Context: an optimization exercise on an open-source flow, tuned for small area, a short achievable clock period and few clock cycles per item. The choices shown serve that exercise and are no tape-out recipe. In this exercise RTL edits were held to simulation tests only and were not proved equivalent to the original.

==> flow/design.v <==
package ebpc_pkg;
  localparam logic [5-1:0] ALL_ONES = 5'b00000;
  localparam logic [5-1:0] DBXZ_DBPNZ = 5'b00001;
  localparam logic [5-1:0] TWO_ONES_PREFIX = 5'b00010;
  localparam logic [5-1:0] SINGLE_ONE_PREFIX = 5'b00011;
  parameter int unsigned   LOG_MAX_WORDS = 24;
  parameter int unsigned   LOG_MAX_ZRLE_LEN = 4;
  parameter int unsigned   MAX_ZRLE_LEN = 2**LOG_MAX_ZRLE_LEN;
  parameter int unsigned   LOG_DATA_W = 3;  
  parameter int unsigned   DATA_W = 2**LOG_DATA_W;
  parameter int unsigned   BLOCK_SIZE = 8;
  parameter int unsigned   MAX_SYMB_LEN = BLOCK_SIZE > 3+$clog2(DATA_W) ? (BLOCK_SIZE > 5+$clog2(BLOCK_SIZE) ? BLOCK_SIZE : 5+$clog2(BLOCK_SIZE)): (3+$clog2(DATA_W)> 5+$clog2(BLOCK_SIZE)? 3+$clog2(DATA_W) : 5+$clog2(BLOCK_SIZE));
  typedef enum             {
                            TWO,
                            THREE_PLUS_LOGM,
                            FIVE,
                            FIVE_PLUS_LOGN,
                            N
                            } symb_len_t;
  typedef struct packed {
    logic [0:DATA_W] [BLOCK_SIZE-2:0] dbp;
    logic [DATA_W-1:0]                base;
  } dbp_block_t;
  typedef struct packed {
    logic [MAX_SYMB_LEN-1:0] symb;
    symb_len_t            len;
    logic                 zero;
  } encoding_t;
endpackage  
import ebpc_pkg::*;
module ebpc_decoder
  (
   input logic                     clk_i,
   input logic                     rst_ni,
   input logic [DATA_W-1:0]        bpc_i,
   input logic                     bpc_last_i,
   input logic                     bpc_vld_i,
   output logic                    bpc_rdy_o,
   input logic [DATA_W-1:0]        znz_i,
   input logic                     znz_last_i,
   input logic                     znz_vld_i,
   output logic                    znz_rdy_o,
   input logic [LOG_MAX_WORDS-1:0] num_words_i,
   input logic                     num_words_vld_i,
   output logic                    num_words_rdy_o,
   output logic [DATA_W-1:0]       data_o,
   output logic                    last_o,
   output logic                    vld_o,
   input logic                     rdy_i
   );
  logic [23:0] cnt_q;
  logic        act_q, fin_q, nxt_q;
  logic [7:0]  z0_q, z1_q;
  logic        zv0_q, zv1_q;
  logic        zl0_q, zl1_q;
  logic [2:0]  zp_q;
  logic [3:0]  zc_q;
  logic        zrun_q;         
  logic        fv0_q, fv1_q, fn0_q, fn1_q, fe0_q, fe1_q;
  logic [7:0]  od0_q;
  logic        ov0_q, ol0_q;
  logic [7:0]  b0_q, b1_q, b2_q;
  logic        bv0_q, bv1_q, bv2_q;
  logic        bl0_q, bl1_q, bl2_q;
  logic [2:0]  bp_q;
  logic        inbase_q;       
  logic [3:0]  k_q;            
  logic [6:0]  pl_q [8];       
  logic [7:0]  base_q;
  logic        dfull_q;        
  logic [7:0]  acc_q;
  logic [7:0]  row_q [7];
  logic [7:0]  om_q;           
  logic        ov_q;
  logic        adv, odone, ld_out;
  logic [7:0]  zwin;
  logic        zbit, zrun, zsym_ok, zadv;
  logic [3:0]  zcnt;
  logic [15:0] zsh;
  assign zsh     = {z0_q, z1_q} << zp_q;
  assign zwin    = zsh[15:8];
  assign zbit    = zwin[7];
  assign zcnt    = zwin[6:3];
  assign zrun    = zrun_q;
  assign zsym_ok = zv0_q && (zv1_q || zl0_q || !zp_q[2] || zbit);
  assign zadv    = act_q && !fv1_q && (zrun || zsym_ok);
  logic nwr_q;
  assign num_words_rdy_o = nwr_q;
  logic nw_take;
  assign nw_take = num_words_vld_i && nwr_q;
  always_ff @(posedge clk_i or negedge rst_ni) begin
    if (!rst_ni) begin
      act_q  <= 1'b0;
      fin_q  <= 1'b0;
      nxt_q  <= 1'b0;
    end else begin
      logic a, f, n;
      {a, f, n} = {act_q, fin_q, nxt_q};
      if (!act_q) begin
        if (nw_take) begin
          f = (num_words_i == '0);
          a = 1'b1;
        end
      end else if (!fin_q) begin
        if (zadv)
          f = (cnt_q == 24'd1);
      end else begin
        if (zadv) begin
          if (nxt_q) begin
            f = (cnt_q == '0);
            n = 1'b0;
          end else if (nw_take)
            f = (num_words_i == '0);
          else begin
            a = 1'b0;
            f = 1'b0;
          end
        end else if (nw_take)
          n = 1'b1;
      end
      {act_q, fin_q, nxt_q} <= {a, f, n};
    end
  end
  always_ff @(posedge clk_i) begin
    logic a, f, n;
    {a, f, n} = {act_q, fin_q, nxt_q};
    if (!act_q) begin
      if (nw_take) begin
        f = (num_words_i == '0);
        a = 1'b1;
      end
    end else if (!fin_q) begin
      if (zadv)
        f = (cnt_q == 24'd1);
    end else begin
      if (zadv) begin
        if (nxt_q) begin
          f = (cnt_q == '0);
          n = 1'b0;
        end else if (nw_take)
          f = (num_words_i == '0);
        else begin
          a = 1'b0;
          f = 1'b0;
        end
      end else if (nw_take)
        n = 1'b1;
    end
    nwr_q <= !a || (f && !n);
  end
  always_ff @(posedge clk_i) begin
    if (nw_take)
      cnt_q <= num_words_i;
    else if (zadv && !fin_q)
      cnt_q <= cnt_q - 24'd1;
  end
  logic [2:0] zpn;
  logic [1:0] znpop;
  always_comb begin
    logic [3:0] sum;
    logic wrap, rest, drop;
    sum = {1'b0, zp_q};
    if (zadv && !zrun)
      sum = {1'b0, zp_q} + (zbit ? 4'd1 : 4'd5);
    zpn  = sum[2:0];
    wrap = sum[3];
    rest = sum[2:0] != 3'd0;
    drop = zadv && fin_q && rest;
    znpop = {wrap && drop, wrap ^ drop};
    if (zadv && fin_q)
      zpn = 3'd0;
  end
  logic zrdy_q;
  assign znz_rdy_o = zrdy_q;
  always_ff @(posedge clk_i) begin
    logic v0a, v1a;
    v0a = (znpop == 2'd0) ? zv0_q : (znpop == 2'd1) ? zv1_q : 1'b0;
    v1a = (znpop == 2'd0) ? zv1_q : 1'b0;
    zrdy_q <= !(v1a || (ztake && v0a));
  end
  logic ztake;
  assign ztake = znz_vld_i && zrdy_q;
  always_ff @(posedge clk_i or negedge rst_ni) begin
    if (!rst_ni) begin
      {zv0_q, zv1_q} <= '0;
      {zl0_q, zl1_q} <= '0;
      zp_q <= 3'd0;
      zc_q <= '0;
      zrun_q <= 1'b0;
    end else begin
      logic v0, v1, l0, l1;
      {v0, v1} = {zv0_q, zv1_q};
      {l0, l1} = {zl0_q, zl1_q};
      if (znpop == 2'd1) begin
        {v0, v1} = {zv1_q, 1'b0};
        {l0, l1} = {zl1_q, 1'b0};
      end else if (znpop == 2'd2) begin
        {v0, v1} = 2'b00;
        {l0, l1} = 2'b00;
      end
      if (ztake) begin
        if (!v0) begin
          v0 = 1'b1; l0 = znz_last_i;
        end else begin
          v1 = 1'b1; l1 = znz_last_i;
        end
      end
      {zv0_q, zv1_q} <= {v0, v1};
      {zl0_q, zl1_q} <= {l0, l1};
      zp_q <= zpn;
      if (zadv) begin
        if (fin_q) begin
          zc_q   <= '0;
          zrun_q <= 1'b0;
        end else if (zrun) begin
          zc_q   <= zc_q - 4'd1;
          zrun_q <= (zc_q != 4'd1);
        end else if (!zbit) begin
          zc_q   <= zcnt;
          zrun_q <= (zcnt != 4'd0);
        end
      end
    end
  end
  always_ff @(posedge clk_i) begin
    logic v0;
    v0 = zv0_q;
    if (znpop == 2'd1) begin
      z0_q <= z1_q;
      v0 = zv1_q;
    end else if (znpop == 2'd2)
      v0 = 1'b0;
    if (ztake) begin
      if (!v0) z0_q <= znz_i;
      else     z1_q <= znz_i;
    end
  end
  logic emit, emit_nz, blk_end;
  assign emit    = fv0_q && (!fn0_q || ov_q) && (!ov0_q || rdy_i);
  assign emit_nz = emit && fn0_q;
  assign blk_end = emit && fe0_q;
  assign data_o = od0_q;
  assign last_o = ol0_q;
  assign vld_o  = ov0_q;
  always_ff @(posedge clk_i or negedge rst_ni) begin
    if (!rst_ni) begin
      {fv0_q, fv1_q} <= '0;
      ov0_q <= 1'b0;
    end else begin
      logic v0, v1;
      {v0, v1} = {fv0_q, fv1_q};
      if (emit)
        {v0, v1} = {fv1_q, 1'b0};
      if (zadv) begin
        if (!v0) v0 = 1'b1;
        else     v1 = 1'b1;
      end
      {fv0_q, fv1_q} <= {v0, v1};
      if (emit)
        ov0_q <= 1'b1;
      else if (rdy_i)
        ov0_q <= 1'b0;
    end
  end
  always_ff @(posedge clk_i) begin
    logic v0;
    v0 = fv0_q;
    if (emit) begin
      {fn0_q, fe0_q} <= {fn1_q, fe1_q};
      v0 = fv1_q;
    end
    if (zadv) begin
      if (!v0) {fn0_q, fe0_q} <= {!zrun && zbit, fin_q};
      else     {fn1_q, fe1_q} <= {!zrun && zbit, fin_q};
    end
    if (emit)
      {ol0_q, od0_q} <= {fe0_q, fn0_q ? acc_q : 8'd0};
  end
  logic [7:0]  win;
  logic [15:0] bsh;
  assign bsh = {b0_q, b1_q} << bp_q;
  assign win = bsh[15:8];
  logic c_raw, c_zero, c_run, c_ones, c_dbp, c_two, c_one;
  assign c_raw  = win[7];
  assign c_zero = win[7:6] == 2'b01;
  assign c_run  = win[7:5] == 3'b001;
  assign c_ones = win[7:3] == 5'b00000;
  assign c_dbp  = win[7:3] == 5'b00001;
  assign c_two  = win[7:3] == 5'b00010;
  assign c_one  = win[7:3] == 5'b00011;
  logic l2, l5, l6, l8;    
  assign l2 = c_zero;
  assign l5 = c_ones || c_dbp;
  assign l6 = c_run;
  assign l8 = c_raw || c_two || c_one;
  logic [6:0] sdbx;        
  always_comb begin
    sdbx = '0;
    if (c_raw)  sdbx = win[6:0];
    if (c_ones) sdbx = 7'h7f;
    if (c_two)  sdbx = 7'b1100000 >> win[2:0];
    if (c_one)  sdbx = 7'b1000000 >> win[2:0];
  end
  logic bfit;
  assign bfit = bv0_q && (bv1_q || bl0_q);
  logic       base_ok, bdrop;
  logic [7:0] bbase;
  assign bdrop   = (bp_q != 3'd0) && bl0_q;
  assign base_ok = bv1_q || (bv0_q && bp_q == 3'd0);
  assign bbase   = bdrop ? b1_q : win;
  logic       go, d_base, d_sym, d_end;
  logic [6:0] newpl;
  logic [3:0] kn;          
  assign go     = !dfull_q || !ov_q;
  assign d_base = go && inbase_q && base_ok;
  assign d_sym  = go && !inbase_q && bfit;
  logic [6:0] prev;
  assign prev   = pl_q[7];
  assign newpl  = c_dbp ? 7'd0 : (sdbx ^ prev);
  assign kn     = k_q + (c_run ? {1'b0, win[4:2]} + 4'd2 : 4'd1);
  assign d_end  = d_sym && (k_q == 4'd8 || kn == 4'd9);
  logic [2:0] bpn;
  logic [1:0] bnpop;
  always_comb begin
    logic [3:0] sum;
    sum = {1'b0, bp_q};
    if (l2) sum = {1'b0, bp_q} + 4'd2;
    if (l5) sum = {1'b0, bp_q} + 4'd5;
    if (l6) sum = {1'b0, bp_q} + 4'd6;
    if (l8) sum = {1'b1, bp_q};
    bpn   = sum[2:0];
    bnpop = 2'd0;
    if (d_sym)
      bnpop = {1'b0, sum[3]};
    else begin
      bpn = bp_q;
      if (d_base) begin
        bnpop = bdrop ? 2'd2 : 2'd1;
        if (bdrop)
          bpn = 3'd0;
      end
    end
  end
  logic brdy_q;
  assign bpc_rdy_o = brdy_q;
  always_ff @(posedge clk_i) begin
    logic v0a, v1a, v2a;
    v0a = (bnpop == 2'd0) ? bv0_q : (bnpop == 2'd1) ? bv1_q : bv2_q;
    v1a = (bnpop == 2'd0) ? bv1_q : (bnpop == 2'd1) ? bv2_q : 1'b0;
    v2a = (bnpop == 2'd0) ? bv2_q : 1'b0;
    brdy_q <= !(v2a || (btake && v0a && v1a));
  end
  logic btake;
  assign btake = bpc_vld_i && brdy_q;
  always_ff @(posedge clk_i or negedge rst_ni) begin
    if (!rst_ni) begin
      {bv0_q, bv1_q, bv2_q} <= '0;
      {bl0_q, bl1_q, bl2_q} <= '0;
      bp_q     <= 3'd0;
      inbase_q <= 1'b1;
      dfull_q  <= 1'b0;
    end else begin
      logic v0, v1, v2, l0, l1, l2;
      {v0, v1, v2} = {bv0_q, bv1_q, bv2_q};
      {l0, l1, l2} = {bl0_q, bl1_q, bl2_q};
      if (bnpop == 2'd1) begin
        {v0, v1, v2} = {bv1_q, bv2_q, 1'b0};
        {l0, l1, l2} = {bl1_q, bl2_q, 1'b0};
      end else if (bnpop == 2'd2) begin
        {v0, v1, v2} = {bv2_q, 1'b0, 1'b0};
        {l0, l1, l2} = {bl2_q, 1'b0, 1'b0};
      end
      if (btake) begin
        if (!v0) begin
          v0 = 1'b1; l0 = bpc_last_i;
        end else if (!v1) begin
          v1 = 1'b1; l1 = bpc_last_i;
        end else begin
          v2 = 1'b1; l2 = bpc_last_i;
        end
      end
      {bv0_q, bv1_q, bv2_q} <= {v0, v1, v2};
      {bl0_q, bl1_q, bl2_q} <= {l0, l1, l2};
      bp_q <= bpn;
      if (d_base)
        inbase_q <= 1'b0;
      if (d_end) begin
        inbase_q <= 1'b1;
        dfull_q  <= !ld_out;
      end else if (ld_out)
        dfull_q  <= 1'b0;
    end
  end
  always_ff @(posedge clk_i) begin
    logic [7:0] s0, s1, s2;
    logic       v0, v1;
    {s0, s1, s2} = {b0_q, b1_q, b2_q};
    {v0, v1} = {bv0_q, bv1_q};
    if (bnpop == 2'd1) begin
      {s0, s1} = {b1_q, b2_q};
      {v0, v1} = {bv1_q, bv2_q};
    end else if (bnpop == 2'd2) begin
      s0 = b2_q;
      {v0, v1} = {bv2_q, 1'b0};
    end
    if (btake) begin
      if (!v0)      s0 = bpc_i;
      else if (!v1) s1 = bpc_i;
      else          s2 = bpc_i;
    end
    {b0_q, b1_q, b2_q} <= {s0, s1, s2};
    if (d_base) begin
      base_q <= bbase;
      k_q    <= 4'd0;
    end
    if (d_sym) begin
      k_q  <= kn;
    end
    for (int i = 0; i < 8; i++)
      if (d_base || (d_sym && k_q <= 4'(i)))
        pl_q[i] <= d_base ? 7'd0 : newpl;
  end
  assign adv    = emit_nz;
  assign odone  = (adv && (om_q[7] || fe0_q)) || (blk_end && ov_q && !om_q[0]);
  assign ld_out = (dfull_q || d_end) && (!ov_q || odone);
  always_ff @(posedge clk_i or negedge rst_ni) begin
    if (!rst_ni)
      ov_q <= 1'b0;
    else if (ld_out)
      ov_q <= 1'b1;
    else if (odone)
      ov_q <= 1'b0;
  end
  logic [7:0] dsel;
  always_comb begin
    dsel = '0;
    for (int j = 0; j < 7; j++)
      dsel = dsel | ({8{om_q[j]}} & row_q[j]);
  end
  always_ff @(posedge clk_i) begin
    if (ld_out || odone)
      om_q <= 8'd1;
    else if (adv)
      om_q <= {om_q[6:0], 1'b0};
    if (ld_out) begin
      acc_q <= base_q;
      for (int j = 0; j < 7; j++)
        for (int b = 0; b < 8; b++)
          row_q[j][b] <= pl_q[b][6-j];
    end else if (adv)
      acc_q <= acc_q + dsel;
  end
endmodule  
==> flow/flow/run.sh <==
#!/bin/bash
# Standard ORFS layout with timing repair aiming for extra setup slack and
# plain buffers on the ports (the clock period and constraints are unchanged).
set -euo pipefail
bash standard.sh SETUP_SLACK_MARGIN=8.4 'BUFFER_PORTS_ARGS=-buffer_cell sky130_fd_sc_hd__buf_2' finish > standard_flow.log 2>&1
==> flow/standard.sh <==
#!/bin/bash
# synth_recipe.tcl (not shown) runs the flow's synth.tcl, then flattens the netlist and writes it again
# the make line also repeats each setting of config.mk as NAME=value (left out here)
make -C /OpenROAD-flow-scripts/flow DESIGN_CONFIG=/design/flow/config.mk WORK_HOME=/design/flow/orfs CLKGATE_MAP_FILE= SYNTH_SCRIPT=/design/flow/synth_recipe.tcl "${@:-finish}"
==> flow/config.mk <==
export PLATFORM = sky130hd
export DESIGN_NAME = ebpc_decoder
export DESIGN_NICKNAME = ebpc_decoder
export VERILOG_FILES = /design/flow/design.v
export SDC_FILE = /design/flow/constraint.sdc
export NUM_CORES = 4
export LEC_CHECK = 0
export CAP_MARGIN = 20
export CORE_MARGIN = 2
export CORE_UTILIZATION = 40
export CTS_CLUSTER_DIAMETER = 120
export CTS_CLUSTER_SIZE = 25
export PLACE_DENSITY = 0.6
export SLEW_MARGIN = 20
==> flow/constraint.sdc <==
create_clock -name core_clock -period 12.0 [get_ports {clk_i}]
set_input_delay 2.4000 -clock core_clock [delete_from_list [all_inputs] [get_ports {clk_i}]]
set_output_delay 2.4000 -clock core_clock [all_outputs]
set_load 0.01 [all_outputs]
==> run_results.csv, run 1 <==
group,metric,value,unit
die,start_util,0.4044,
status,outcome,"timing/DRC/antenna clean",
clock_network,htree_levels,1,
placement,place_area,0.01267,mm2
hold_path,hold_depth,0,
placement,hpwl,17420,um
global_route,grt_pass1_vias,7592,
yosys,async_flop_share,0.1200,
hold_path,whs_endpoint,"row_q[5][1]",
die,ios,61,
timing,slew-limit-headroom,0.3031,
die,dieArea,0.03128,mm2
yosys,synth_top_area_frac,0.4598,
yosys,synth_commonest_cells,"edfxtp_1 (183), nor2_1 (88), nand2_1 (81)",
placement,place_inst,1381,
yosys,yosysUniqueCellTypes,78,
timing,drv_slew,0,
timing,tightest_slew,1.034,ns
routing,vias,7917,
timing,skew,0.02944,ns
timing,rsz0062_at_grt,"true",
yosys,syn_nets,1052,
placement,gp_congestion,0.8592,
clock_network,cts.path.max_buffers,3,
clock_network,clock_latency,0.50,ns
worst_setup_path,crit_path_start,"bp_q[0]",
routing,antenna_left,0,
timing,clock.fmax,266.7,MHz
final_layout,top_regs,"pl_q (56), row_q (56), cnt_q (24)",
flow_run,maxCapViolCount,0,
yosys,synth_warnings,3,
final_layout,antenna_cells,0,
final_layout,layout-drive-gt1-share,0.2404,
clock_network,cts_inserted_buffers,14,
final_layout,num-nets-final,1146,
worst_setup_path,cp.required,12.25,ns
yosys,synth_cells,971,
hold_path,worstHoldStart,"pl_q[1][1]",
yosys,syn-cell-area,0.01195,mm2
routing,drc_errors,0,
final_layout,fin_cells,1463,
final_layout,utilization,0.4790,
timing,hold_viol,0,
clock_network,cts_num_sinks,250,
global_route,grt-ovfl-total,0,
timing,period_share,0.3125,
hold_path,holdCritPathClass,"flop to flop",
global_route,grt_max_degree,41,
routing,routed_via_density,5.411,
global_route,track_usage,0.1699,
clock_network,cts_tree,"done",
routing,routed_wl,26950,um
routing,dr.first_iter.drc_count,612,
worst_setup_path,reg2reg_to,"acc_q[6]",
global_route,grt_pass1_wl,42120,um
worst_setup_path,crit_arrival,4.00,ns
worst_setup_path,slowest_delay,0.52,ns
worst_setup_path,setup.worst_path.end_class,"flop",
worst_setup_path,r2r_start,"bp_q[0]",
final_layout,design_area,0.01416,mm2
routing,firstDrtPassIters,5,
timing,period_minus_slack,3.750,ns
clock_network,hold_buffers,0,
yosys,synth_area_per_cell,12.31,um2
worst_setup_path,cp_cell_sequence,"buf_12, mux4_2, mux2i_4, buf_6, ha_4, and2_4, ha_4, a21oi_2, xor2_1, xnor2_1, o21ai_2, nor2_4, nor2_4, buf_6, buf_16, mux2_4",
yosys,synth_top_area_cell,"edfxtp_1",
worst_setup_path,critPathKind,"flop to flop",
placement,port_buffers,60,
yosys,synth_area_leaders,"edfxtp_1 (46%), dfxtp_1 (6.2%), dfrtp_1 (6.1%), ha_1 (3.2%), nor2_1 (2.8%)",
worst_setup_path,r2r_setup_slack,8.25,ns
die,core-area,0.02956,mm2
final_layout,synthToLayoutAreaGrowth,18.46,%
worst_setup_path,r2r_cells,16,
global_route,antenna_found_initial,0,
yosys,synth-seq-cells,250,
die,rows,63,
clock_network,cts_root_buf,"clkbuf_16",
yosys,ys_seq_area_frac,0.5846,
clock_network,clk_pin_slew,0.11,ns
worst_setup_path,start_kind,"flop",
timing,tns,0,ns
die,die_y,176.9,um
timing,finalSetupViolCount,0,
yosys,synth_ff_type,"edfxtp_1",
routing,wl_per_cell,18.42,um
worst_setup_path,critPathSlowestCell,"dfrtp_4",
yosys,synth-edff-count,183,
die,die_w,176.9,um
worst_setup_path,worstPathMaxFanout,5,
yosys,yosysMostFrequentCell,"edfxtp_1",
-- worst max-delay path, delay by kind of cell (launching register included) --
kind | cells | cell delay (ns)
AO/OA/AOI/OAI | 2 | 0.25
XOR/XNOR | 2 | 0.32
adder cells (fa/ha/maj) | 2 | 0.47
buffers and inverters | 4 | 0.55
flip-flops | 1 | 0.52
multiplexers | 3 | 1.01
AND/OR/NAND/NOR | 3 | 0.39
-- layer usage --
layer | vias to the layer above | track usage | share of wire
li1 | 3832 | - | -
met1 | 3845 | 0.2415 | 0.46
met2 | 203 | 0.2811 | 0.47
met3 | 37 | 0.01761 | 0.042
met4 | 0 | 0.03926 | 0.021
met5 | - | 0 | 0
-- layout make-up --
| type | instances | area [um2] |
|---|---|---|
| clock inverter | 1 | 30.03 |
| multi-input combinational | 652 | 5094 |
| fill | 2592 | 15400 |
| sequential | 250 | 7003 |
| clock buffer | 23 | 426.7 |
| inverter | 29 | 115.1 |
| tap | 390 | 488.0 |
| timing repair buffer | 118 | 1002 |
-- cells in the final DEF (no fill, tap or decap), types with 7 or more instances in the layout --
| cell | count |
|---|---|
| a222oi_1 | 8 |
| o21ai_0 | 39 |
| and2_1 | 16 |
| o31ai_1 | 9 |
| nor3_1 | 16 |
| clkbuf_1 | 7 |
| dfxtp_1 | 37 |
| buf_4 | 33 |
| xnor2_1 | 30 |
| mux2_4 | 27 |
| buf_2 | 60 |
| a21oi_1 | 51 |
| mux2_2 | 14 |
| inv_1 | 23 |
| edfxtp_1 | 183 |
| nor2_4 | 7 |
| nor4_1 | 10 |
| xor2_1 | 7 |
| nand3_1 | 26 |
| buf_6 | 9 |
| mux4_2 | 12 |
| a22oi_1 | 16 |
| ha_1 | 25 |
| nor2_1 | 78 |
| nor2b_1 | 8 |
| a21o_1 | 10 |
| a31oi_1 | 8 |
| dfrtp_1 | 25 |
| mux2i_1 | 26 |
| nand2_1 | 78 |
| clkbuf_16 | 18 |
-- logic make-up after synthesis --
logic type,synth area share
XOR/XNOR,0.02784
flip-flops,0.5846
AND/OR/NAND/NOR,0.1112
buffers and inverters,0.02669
AO/OA/AOI/OAI,0.1204
adder cells (fa/ha/maj),0.03580
multiplexers,0.09348
-- stage by stage --
step / setup WS [ns] / hold WS (ns)
5_1_grt: 8.158 / 0.4294
3_3_place_gp: 7.147 / 0.4017
6_report: 8.250 / 0.4222
2_1_floorplan: 7.499 / 0.4003
4_1_cts: 8.308 / 0.4263
3_5_place_dp: 7.063 / 0.4045
-- worst max-delay path by stage --
stage / to / slack [ns] / cells after the start
2_1_floorplan: acc_q[0] / 7.50 / 16
3_3_place_gp: acc_q[3] / 7.15 / 14
3_5_place_dp: acc_q[3] / 7.06 / 14
4_1_cts: acc_q[3] / 8.31 / 16
5_1_grt: acc_q[6] / 8.16 / 16
6_report: acc_q[6] / 8.25 / 16
-- timing repair --
item	CTS	global route
gates cloned	6	5
buffers inserted	38	9
pin swaps	12	12
gates resized for setup	72	23
endpoints found under the setup margin	193	181
Testbench counts, summed over its fixed seeds: cycles 28,934, words 28,155.
==> run 2, diff against run 1 <==
--- a/flow/design.v
+++ b/flow/design.v
@@ -315,7 +315,7 @@
   assign d_base = go && inbase_q && base_ok;
   assign d_sym  = go && !inbase_q && bfit;
   logic [6:0] prev;
-  assign prev   = pl_q[7];
+  assign prev   = (k_q == 4'd0) ? 7'd0 : pl_q[7];
   assign newpl  = c_dbp ? 7'd0 : (sdbx ^ prev);
   assign kn     = k_q + (c_run ? {1'b0, win[4:2]} + 4'd2 : 4'd1);
   assign d_end  = d_sym && (k_q == 4'd8 || kn == 4'd9);
@@ -417,12 +417,14 @@
       k_q  <= kn;
     end
     for (int i = 0; i < 8; i++)
-      if (d_base || (d_sym && k_q <= 4'(i)))
-        pl_q[i] <= d_base ? 7'd0 : newpl;
+      if (d_sym && k_q <= 4'(i))
+        pl_q[i] <= newpl;
   end
   assign adv    = emit_nz;
   assign odone  = (adv && (om_q[7] || fe0_q)) || (blk_end && ov_q && !om_q[0]);
-  assign ld_out = (dfull_q || d_end) && (!ov_q || odone);
+  logic d_top;
+  assign d_top  = d_sym && (k_q == 4'd8);
+  assign ld_out = (dfull_q || d_top) && (!ov_q || odone);
   always_ff @(posedge clk_i or negedge rst_ni) begin
     if (!rst_ni)
       ov_q <= 1'b0;
==> run 2 against run 1 <==
Against the previous run: register-to-register slack better by 0.09 ns; final cell count up 1.1%; global-route usage up 0.27 points; worst hold slack better by 0.0017 ns; wire length up 1.0%; flip-flop and latch count unchanged; clock-buffer cell count down 1; via count up 3.3%; first-iteration DRC count down 12%; critical path depth down 1.
==> run_results.csv, run 2 <==
group,metric,value,unit
routing,routed_via_density,5.530,
die,start_util,0.4076,
die,ios,61,
timing,rsz0062_at_grt,"true",
timing,worst_slack,8.341,ns
worst_setup_path,crit_arrival,4.04,ns
worst_setup_path,r2r_setup_slack,8.34,ns
global_route,grt_pass1_wl,43350,um
global_route,grt_max_degree,66,
yosys,synth_top_area_cell,"edfxtp_1",
yosys,synth_cells,998,
hold_path,holdCritPathClass,"flop to flop",
final_layout,num-nets-final,1162,
die,rows,63,
final_layout,antenna_cells,0,
yosys,yosysUniqueCellTypes,78,
final_layout,register_area,0.006998,mm2
yosys,synth_commonest_cells,"edfxtp_1 (183), nand2_1 (107), nor2_1 (64)",
timing,finalSetupViolCount,0,
die,dieArea,0.03169,mm2
flow_run,maxCapViolCount,0,
routing,firstDrtPassIters,5,
worst_setup_path,r2r_cells,15,
yosys,synth_ff_type,"edfxtp_1",
hold_path,hold_depth,0,
clock_network,hold_buffers,0,
final_layout,design_area,0.01412,mm2
hold_path,worstHoldStart,"pl_q[3][0]",
clock_network,cts_root_buf,"clkbuf_16",
clock_network,clk_pin_slew,0.09,ns
clock_network,cts.path.max_buffers,3,
timing,hold_viol,0,
global_route,grt_pass1_vias,7990,
placement,pre_cts_ws,7.549,ns
timing,drv_slew,0,
timing,tns,0,ns
yosys,ys_seq_area_frac,0.5770,
yosys,syn-cell-area,0.01211,mm2
final_layout,final_cell_mix,"edfxtp_1 (183), nand2_1 (103), buf_2 (60)",
timing,skew,0.02973,ns
placement,port_buffers,60,
clock_network,cts_inserted_buffers,14,
worst_setup_path,setup.worst_path.end_class,"flop",
die,die_y,178.0,um
worst_setup_path,crit_path_start,"bp_q[0]",
worst_setup_path,r2r_start,"bp_q[0]",
placement,gp_congestion,0.8035,
routing,antenna_left,0,
final_layout,multi_input_area,0.005201,mm2
worst_setup_path,reg2reg_to,"b1_q[0]",
yosys,synth_top_area_frac,0.4537,
final_layout,fillCellCount,2632,
worst_setup_path,start_kind,"flop",
placement,hpwl,17980,um
yosys,async_flop_share,0.1200,
routing,vias,8179,
routing,drc_errors,0,
final_layout,synthToLayoutAreaGrowth,16.60,%
die,core-area,0.02972,mm2
global_route,track_usage,0.1726,
clock_network,cts_num_sinks,250,
final_layout,top_regs,"pl_q (56), row_q (56), cnt_q (24)",
yosys,synth_warnings,3,
clock_network,htree_levels,1,
yosys,synth-edff-count,183,
placement,place_area,0.01284,mm2
routing,dr.first_iter.drc_count,540,
yosys,synth-seq-cells,250,
worst_setup_path,worstPathMaxFanout,8,
yosys,syn_nets,1079,
timing,period_minus_slack,3.659,ns
yosys,synth_area_per_cell,12.14,um2
timing,tightest_slew,1.027,ns
routing,routed_wl,27220,um
die,die_w,178.0,um
yosys,synth_area_leaders,"edfxtp_1 (45%), dfxtp_1 (6.1%), dfrtp_1 (6.0%), nand2_1 (3.3%), ha_1 (3.2%)",
clock_network,cts_tree,"done",
routing,wl_per_cell,18.40,um
yosys,yosysMostFrequentCell,"edfxtp_1",
final_layout,layout_commonest_cell,"edfxtp_1",
worst_setup_path,cp.required,12.39,ns
status,outcome,"timing/DRC/antenna clean",
global_route,grt-ovfl-total,0,
global_route,antenna_found_initial,0,
timing,slew-limit-headroom,0.3115,
timing,clock.fmax,273.3,MHz
timing,period_share,0.3049,
hold_path,whs_endpoint,"row_q[6][3]",
worst_setup_path,critPathKind,"flop to flop",
clock_network,clock_latency,0.49,ns
final_layout,layout-drive-gt1-share,0.2277,
[run 2: cells by family after synthesis]
family / Yosys count / synth area share
adders and majority gates: 33 / 0.03533
buffers and inverters: 74 / 0.02459
DFF: 250 / 0.5770
muxes: 94 / 0.1021
xor gates and xnor gates: 34 / 0.02459
and+or+nand+nor: 312 / 0.1258
AOI/OAI and AO/OA: 201 / 0.1106
[run 2: critical path, cell delays in order, from the launching register on]
cell and delay, ns:
dfrtp_1 0.42, buf_12 0.15, mux4_2 0.34, nor2_2 0.04, a21oi_2 0.28, inv_2 0.13, ha_4 0.19, or2_4 0.28
nand3_4 0.07, a211oi_4 0.04, or4b_4 0.54, o21ai_4 0.24, mux2i_4 0.29, buf_6 0.14, buf_16 0.11, mux2_4 0.29
[run 2: layout make-up]
| class | count | share of cell area |
|---|---|---|
| sequential | 250 | 0.4955 |
| clock buffer | 22 | 0.02844 |
| clock inverter | 2 | 0.002304 |
| timing repair buffer | 111 | 0.06317 |
| tap | 390 | 0.03455 |
| multi-input combinational | 676 | 0.3683 |
| inverter | 28 | 0.007708 |
[run 2: timing repair]
action | 4_1_cts | 5_1_grt
buffers inserted | 26 | 15
setup endpoints to repair | 188 | 110
hold endpoints to repair | 0 | 0
cloned | 4 | 2
gates resized for setup | 44 | 36
pin swaps | 10 | 12
[run 2: worst max path at each step]
| stage | end | cells past startpoint | slack, ns |
|---|---|---|---|
| after floorplan | bl1_q | 15 | 8.20 |
| after global routing | b1_q[0] | 14 | 8.21 |
| after global placement | bl1_q | 12 | 7.64 |
| after CTS | bl1_q | 15 | 8.23 |
| final | b1_q[0] | 15 | 8.34 |
| after detailed placement | nwr_q | 7 | 7.55 |
[run 2: per-stage QoR]
| step | instances | util | hold slack [ns] |
|---|---|---|---|
| floorplan | 998 | - | 0.4003 |
| global placement | 1408 | 0.4322 | 0.4027 |
| detailed placement | 1408 | 0.4322 | 0.4045 |
| CTS | 1462 | 0.4641 | 0.4234 |
| global route | 1479 | 0.4752 | 0.4323 |
| finish | 1479 | 0.4752 | 0.4240 |
[run 2: routing by layer]
metal	vias up	global-route usage	part of all wire	wire (um)
met2	226	0.2941	0.48	13100
met3	50	0.02131	0.046	1245
met4	0	0.05704	0.029	792
met5	-	0	0	0
met1	3994	0.2289	0.44	12080
li1	3909	-	-	-
Testbench counts of run 2, summed over its fixed seeds: cycles 29,134, words 28,155.

## separate check: timing with driven ports
In the flow no input, the clock included, has a driving cell. The finished layouts below were timed again as built, in two steps. Step 1 (the two cells are an assumption about what drives the block):
set clk [get_ports {clk_i}]
set_driving_cell -lib_cell sky130_fd_sc_hd__clkbuf_16 $clk
set_driving_cell -lib_cell sky130_fd_sc_hd__buf_2 [delete_from_list [all_inputs] $clk]
Step 2 times the ports against the registers' clock, not the clock port: input delays grow and output delays shrink by t, the midpoint of the rising clock arrivals with the driver on. Slacks: ideal ports / drivers / drivers and shift; pairs: ideal ports / drivers.
| run | t (ns) | slack for setup (ns) | slew at the worst register clock pin (ns) | pins driven straight from the clock port |
|---|---|---|---|---|
| run 1 | 0.534 | 8.250 / 8.250 / 7.892 | 0.11 / 0.11 | 1 |
| run 2 | 0.526 | 8.341 / 8.341 / 7.902 | 0.10 / 0.10 | 1 |
After both steps setup and hold are still met in every run listed. For run 2, which loses most, drivers alone change the setup slack by 0.000 ns; drivers and shift together by -0.439 ns.
